This is an optimization exercise on Yosys and OpenROAD, whose aim is small area, not a production implementation.
No activity file was given, so power comes from the tool's default toggle rates.

==> flow/design.v (excerpt) <==
module ldiv #
  (
   parameter 	NUMERATOR_WIDTH = 32,
   parameter 	DENOMINATOR_WIDTH = 32,
   parameter 	QUOTIENT_WIDTH = 32
   )
   (
    input 				      clk,
    input 				      reset,
    input signed [NUMERATOR_WIDTH - 1:0]      numerator_in,
    input [DENOMINATOR_WIDTH - 1:0] 	      denominator_in,
    input 				      valid_in,
    output signed [QUOTIENT_WIDTH - 1:0]      quotient_out,
    output signed [NUMERATOR_WIDTH - 1:0]     remainder_out,
    output 				      valid_out,
    output signed [NUMERATOR_WIDTH - 1 + 1:0] numerator_out,
    output [DENOMINATOR_WIDTH - 1:0] 	      denominator_out
    );
   wire [31:0] n0 = numerator_in;
   wire [31:0] d0 = denominator_in;
   wire v0 = valid_in;
   wire [0:0] t1 = {n0[30] ^ n0[31]};
   wire [1:0] b1;
   wire [0:0] x1 = t1 ^ d0[0:0];
   assign b1[0] = 1'b0;
   wire [0:0] b1_g0 = ~t1 & d0[0:0];
   wire [0:0] b1_p0 = ~t1 | d0[0:0];
   assign b1[1] = b1_g0[0];
   wire g1 = ~b1[1] & ~(|d0[31:1]);
   wire [0:0] r1 = t1 ^ ({1{g1}} & (d0[0:0] ^ b1[0:0]));
   wire [0:0] q1 = g1;
   wire [1:0] t2 = {r1, n0[29] ^ n0[31]};
   wire [2:0] b2;
   wire [1:0] x2 = t2 ^ d0[1:0];
   assign b2[0] = 1'b0;
   wire [1:0] b2_g0 = ~t2 & d0[1:0];
   wire [1:0] b2_p0 = ~t2 | d0[1:0];
   wire b2_G0 = b2_g0[1] | (b2_p0[1] & b2_g0[0]);
   wire b2_P0 = b2_p0[1] & b2_p0[0];
   assign b2[1] = b2_g0[0];
   assign b2[2] = b2_G0;
   wire g2 = ~b2[2] & ~(|d0[31:2]);
   wire [1:0] r2 = t2 ^ ({2{g2}} & (d0[1:0] ^ b2[1:0]));
   wire [1:0] q2 = {q1, g2};
   wire [2:0] t3 = {r2, n0[28] ^ n0[31]};
   wire [3:0] b3;
   wire [2:0] x3 = t3 ^ d0[2:0];
   assign b3[0] = 1'b0;
   wire [2:0] b3_g0 = ~t3 & d0[2:0];
   wire [2:0] b3_p0 = ~t3 | d0[2:0];
   wire b3_G0 = b3_g0[1] | (b3_p0[1] & b3_g0[0]);
   wire b3_P0 = b3_p0[1] & b3_p0[0];
   wire b3_G1 = b3_g0[2] | (b3_p0[2] & b3_G0);
   wire b3_P1 = b3_p0[2] & b3_P0;
   assign b3[1] = b3_g0[0];
   assign b3[2] = b3_G0;
   assign b3[3] = b3_G1;
   wire g3 = ~b3[3] & ~(|d0[31:3]);
   wire [2:0] r3 = t3 ^ ({3{g3}} & (d0[2:0] ^ b3[2:0]));
   wire [2:0] q3 = {q2, g3};
   wire [3:0] t4 = {r3, n0[27] ^ n0[31]};
   wire [4:0] b4;
   wire [3:0] x4 = t4 ^ d0[3:0];
   assign b4[0] = 1'b0;
   wire [3:0] b4_g0 = ~t4 & d0[3:0];
   wire [3:0] b4_p0 = ~t4 | d0[3:0];
  ...
Size in the first run: roughly 6,100 cells after synthesis, about 200 I/O pins, roughly 55,000 um^2 of cells after synthesis.
Settings: LEC_CHECK=0, CAP_MARGIN=20, CORE_MARGIN=2, CORE_UTILIZATION=45, PLACE_DENSITY=0.6, SLEW_MARGIN=20; clock period 7.0 ns.
run.sh (not shown) runs the stock make flow with config.mk's settings and CLKGATE_MAP_FILE= SYNTH_SCRIPT=/design/flow/synth_recipe.tcl, a recipe that flattens the netlist after the stock synthesis.
The baseline finished with setup timing left.
==> next run, changes <==
--- a/flow/design.v
+++ b/flow/design.v
@@ -2902,39 +2902,44 @@
    assign b31[24] = b31_G67;
    assign b31[25] = b31_G68;
    assign b31[26] = b31_G69;
    assign b31[27] = b31_G70;
    assign b31[28] = b31_G71;
    assign b31[29] = b31_G72;
    assign b31[30] = b31_G73;
    assign b31[31] = b31_G74;
    wire g31 = ~b31[31] & ~(|d11[31:31]);
    wire [30:0] r31 = t31 ^ ({31{g31}} & (d11[30:0] ^ b31[30:0]));
    wire [30:0] q31 = {q30, g31};
+   wire [31:0] dm1_12 = d11 - 32'd1;
+   wire e1 = t31[0] & ({2'b00, t31[30:1]} == dm1_12);
+   wire e0 = ({1'b0, t31} == dm1_12);
+   wire eq31 = g31 ? e1 : e0;
+   reg E12;
    reg [31:0] n12;
    reg [31:0] d12;
    reg v12;
    reg [30:0] Q12;
    reg [30:0] R12;
    always @(posedge clk) begin
       n12 <= n11;
       d12 <= d11;
       Q12 <= q31;
       R12 <= r31;
+      E12 <= eq31;
       v12 <= reset ? 1'b0 : v11;
    end
    wire s = n12[31];
    wire [31:0] Qx = {1'b0, Q12};
    wire [31:0] Rx = {1'b0, R12};
-   wire [31:0] dm1 = d12 - 32'd1;
-   wire eq = (Rx == dm1);       
+   wire eq = E12;
    wire [31:0] qo;              
    assign qo[1:0] = 2'b00;
    genvar k;
    generate
       for (k = 2; k < 32; k = k + 1) begin : qor
          assign qo[k] = |Qx[k-1:1];
       end
    endgenerate
    wire [31:0] nq;              
    assign nq = Qx ^ qo;
    wire sel = eq | Qx[0];
After rerunning: The changed run reached the layout checks and failed them: setup timing; setup slack loses 440 ps; global-route usage came out higher by 0.46 points; final cell count came out higher by 3.4%; core utilization came out higher by 6.8 points; combinational power came out higher by 20%; power came out higher by 1.8%; clock power came out lower by 4.1%; synthesized area came out lower by 3.0%; routed wire length came out higher by 1.6%; hold slack loses 45 ps; cell area came out higher by 9.0%; via count came out lower by 1.9%.
No functional check of the RTL was part of any run of this note.

==> afterwards: timing with drivers on the ports <==
The flow's constraints put no driver on any port. The routed layouts listed below were extracted and timed again, unchanged, in two steps. Step 1 sets driving cells, clkbuf_16 on the clock port and buf_2 on the other inputs (assumed; they add their load-dependent delay and slew). Step 2 adds t to the input delays and takes it off the output delays; t is the mean of the earliest and latest rising clock arrival at the registers after step 1. Input paths then give back, and output paths get back, about the clock's delay inside the block. Three values: ideal ports, drivers, drivers and shift; two values: the first two.
run | shift t [ns] | setup slack, ns | latest minus earliest clock arrival (ns) | slew at the worst register clock pin (ns)
the first run | 0.815 | -0.235 / -0.304 / -0.269 | 0.040 / 0.041 | 0.07 / 0.07
the second run | 0.793 | -0.675 / -0.675 / -0.675 | 0.090 / 0.090 | 0.07 / 0.07
The setup slack of the first run, which loses most, moves by -0.069 ns with the drivers and by -0.034 ns with both steps.
